Source: an optimization exercise on an open RTL-to-GDS flow (aim: small area and a short achievable clock period). Production flows keep margins and buffers that such runs may drop.
Power figures rest on the tool's default switching activity, not on a simulated workload.

==> flow/design.v <==
module ALU_decode (
    input  [3:0] OPERATION,
    output [3:0] xt,         
    output [3:0] xt0,        
    output       y_b,        
    output       y_nb,       
    output       y_c,        
    output       cin
);
    wire op_and  = (OPERATION == 4'b0000);
    wire op_or   = (OPERATION == 4'b0001);
    wire op_pass = (OPERATION == 4'b0111);
    wire op_nor  = (OPERATION == 4'b1100);
    wire op_sub  = (OPERATION == 4'b0110);
    wire op_neg  = (OPERATION == 4'b0101);
    wire op_add  = ~(op_and | op_or | op_pass | op_nor | op_sub | op_neg);
    assign xt[0]  = op_nor;
    assign xt[1]  = op_or | op_pass | op_neg;
    assign xt[2]  = op_add | op_sub | op_or | op_neg;
    assign xt[3]  = op_add | op_sub | op_and | op_or | op_pass;
    assign xt0[0] = op_nor | op_neg;
    assign xt0[1] = op_or | op_pass;
    assign xt0[2] = op_add | op_sub | op_or;
    assign xt0[3] = op_add | op_sub | op_and | op_or | op_pass | op_neg;
    assign y_b  = op_add;
    assign y_nb = op_sub;
    assign y_c  = op_neg;
    assign cin  = op_sub | op_neg;
endmodule
module ALU_slice (
    input        a,
    input        b,
    input        c,
    input  [3:0] xt,
    input        y_b,
    input        y_nb,
    input        y_c,
    output       x,
    output       y
);
    assign x = b ? (a ? xt[3] : xt[1]) : (a ? xt[2] : xt[0]);
    assign y = (y_b & b) | (y_nb & ~b) | (y_c & c);
endmodule
module ALU_operands (
    input  [63:0] A,
    input  [63:0] B,
    input  [3:0]  OPERATION,
    output [63:0] X,
    output [63:0] Y,
    output        cin
);
    wire [3:0] xt, xt0;
    wire y_b, y_nb, y_c;
    ALU_decode dec(.OPERATION(OPERATION), .xt(xt), .xt0(xt0), .y_b(y_b), .y_nb(y_nb),
                   .y_c(y_c), .cin(cin));
    wire [63:0] c = {~(A[62:1] | B[62:1]), ~(A[0] & B[0]), 1'b0};
    genvar i;
    generate
        for (i = 0; i < 64; i = i + 1) begin : sl
            ALU_slice s(.a(A[i]), .b(B[i]), .c(c[i]), .xt(i == 0 ? xt0 : xt),
                        .y_b(y_b), .y_nb(y_nb), .y_c(y_c), .x(X[i]), .y(Y[i]));
        end
    endgenerate
endmodule
module ALU_add (
    input  [63:0] X,
    input  [63:0] Y,
    input         cin,
    output [63:0] Out
);
    wire [63:0] p = X ^ Y;
    wire [63:0] g0 = X & Y;
    wire [63:0] g = {g0[63:1], g0[0] | (p[0] & cin)};
    localparam LV = 6;
    wire [63:0] gg [0:LV];
    wire [63:0] pp [0:LV];
    assign gg[0] = g;
    assign pp[0] = p;
    genvar l, j;
    generate
        for (l = 0; l < LV; l = l + 1) begin : lvl
            for (j = 0; j < 64; j = j + 1) begin : node
                if ((j >> l) & 1) begin : comb
                    localparam integer SRC = ((j >> l) << l) - 1;
                    assign gg[l+1][j] = gg[l][j] | (pp[l][j] & gg[l][SRC]);
                    assign pp[l+1][j] = pp[l][j] & pp[l][SRC];
                end else begin : pass
                    assign gg[l+1][j] = gg[l][j];
                    assign pp[l+1][j] = pp[l][j];
                end
            end
        end
    endgenerate
    assign Out = p ^ {gg[LV][62:0], cin};
endmodule
module ALU_top(
    input             clk,
    input      [63:0] A,
    input      [63:0] B,
    input      [3:0]  OPERATION,
    output reg [63:0] Out,
    output            Z
);
    wire [63:0] x_d, y_d;
    wire        cin_d;
    reg  [63:0] x_q, y_q;
    reg         cin_q;
    wire [63:0] alu_out;
    ALU_operands ops(.A(A), .B(B), .OPERATION(OPERATION), .X(x_d), .Y(y_d), .cin(cin_d));
    ALU_add      add(.X(x_q), .Y(y_q), .cin(cin_q), .Out(alu_out));
    always @(posedge clk) begin
        x_q   <= x_d;
        y_q   <= y_d;
        cin_q <= cin_d;
        Out   <= alu_out;
    end
    assign Z = ~|Out;
endmodule
export LEC_CHECK = 0
export CAP_MARGIN = 20
export CORE_MARGIN = 2
export CORE_UTILIZATION = 40
export CTS_BUF_LIST = sky130_fd_sc_hd__clkbuf_8
export SETUP_SLACK_MARGIN = 3.7
export SLEW_MARGIN = 20
export SYNTH_HIERARCHICAL = 1
export SYNTH_MINIMUM_KEEP_SIZE = 0
create_clock -name core_clock -period 6.5 [get_ports {clk}]
standard.sh (not shown) runs the stock make flow with config.mk's settings and CLKGATE_MAP_FILE= SYNTH_SCRIPT=/design/flow/synth_recipe.tcl, a recipe that flattens the netlist after the stock synthesis.
==> flow/flow/run.sh <==
#!/bin/bash
# The standard layout (standard.sh), with these changes to synthesis and
# placement. Registers and their names are the standard synthesis's.
#  - synthesis keeps the modules apart (SYNTH_HIERARCHICAL in config.mk) and
#    abc maps each module with its own script, flow/abc_<module>.script
#    (flow/abc.script for any other module), each with its own delay target;
#    the design is flattened afterwards as in the standard synthesis;
#  - full/half adder cells are not extracted (abc maps that logic too);
#  - the port buffers start as buf_1 cells (the resizer sizes them up where
#    timing needs it).
# make's output goes to flow.log; ORFS keeps each step's log under orfs/logs.
set -euo pipefail
W=$PWD
export ADDER_MAP_FILE=
export BUFFER_PORTS_ARGS="-buffer_cell sky130_fd_sc_hd__buf_1"
{
  head -n 1 synth_recipe.tcl
  cat <<EOT
proc abc {args} {
  set i [lsearch -exact \$args -script]
  set mods [split [string trim [tee -q -s result.string select -list-mod =*]] "\n"]
  set done {}
  foreach f [glob -nocomplain $W/flow/abc_*.script] {
    set m [string range [file rootname [file tail \$f]] 4 end]
    if {[lsearch -exact \$mods \$m] < 0} { continue }
    set a \$args
    lset a [expr {\$i + 1}] \$f
    yosys abc {*}\$a =\$m
    lappend done \$m
  }
  set rest [list]
  foreach m \$mods { if {[lsearch -exact \$done \$m] < 0} { lappend rest =\$m } }
  if {[llength \$rest]} {
    set a \$args
    lset a [expr {\$i + 1}] $W/flow/abc.script
    yosys abc {*}\$a {*}\$rest
  }
}
EOT
  tail -n +2 synth_recipe.tcl
} > my_synth.tcl
sed "s#SYNTH_SCRIPT=[^ ]*#SYNTH_SCRIPT=$W/my_synth.tcl#" standard.sh > my_standard.sh
grep -q "SYNTH_SCRIPT=$W/my_synth.tcl" my_standard.sh
bash my_standard.sh > flow.log 2>&1
==> flow/flow/abc.script <==
strash
dch
map
topo
buffer
upsize
dnsize
==> flow/flow/abc_ALU_add.script <==
strash
dch
map -D 2000
topo
buffer
upsize -D 2000
dnsize -D 2000
==> flow/flow/abc_ALU_decode.script <==
strash
dch
map -D 300
topo
buffer
upsize -D 300
dnsize -D 300
==> flow/flow/abc_ALU_operands.script <==
strash
dch
map -D 1200
topo
buffer
upsize -D 1200
dnsize -D 1200
==> flow/flow/abc_ALU_slice.script <==
&get -n
&st
&dch
&nf -a
&put
Change:
--- a/flow/config.mk
+++ b/flow/config.mk
@@ -10,3 +10,2 @@
 export CORE_UTILIZATION = 40
-export CTS_BUF_LIST = sky130_fd_sc_hd__clkbuf_8
 export SETUP_SLACK_MARGIN = 3.7
Sequential power hardly moves.
Worst setup slack gains 0.056 ns.
Global-route usage rises by 0.21 points.
Combinational power barely changes.
Flip-flop and latch count stays the same.
Clock power increases by a quarter to a third.
Register-to-register slack hardly moves.
First-iteration DRC count drops slightly.
Utilization goes up by 0.25 points.
Function was not checked in any run of this note: the RTL went through the layout flow alone.

==> what the ideal ports hide <==
No port has a modelled driver above. Below, the same layouts with a new extraction and two added sets of constraints. Step 1 (the two cells are an assumption about what drives the block):
set clk [get_ports {clk}]
set_driving_cell -lib_cell sky130_fd_sc_hd__clkbuf_16 $clk
set_driving_cell -lib_cell sky130_fd_sc_hd__buf_2 [delete_from_list [all_inputs] $clk]
Step 2, shift: input delay + t, output delay - t, t = (earliest + latest rising clock arrival at the registers) / 2. This alone moves slack from input paths to output paths. Slacks: ideal / step 1 / step 2; pairs: ideal / step 1.
run	t, ns	setup slack, ns	worst setup path at the end	worst data-port slew with drivers (ns)
the first run	0.508	3.500 / 3.458 / 3.301	input to register	0.08
the second run	0.474	3.556 / 3.509 / 3.429	input to register	0.08
After both steps setup and hold are still met in every run listed. For the first run, which loses most, drivers alone change the setup slack by -0.042 ns; drivers and shift together by -0.199 ns.
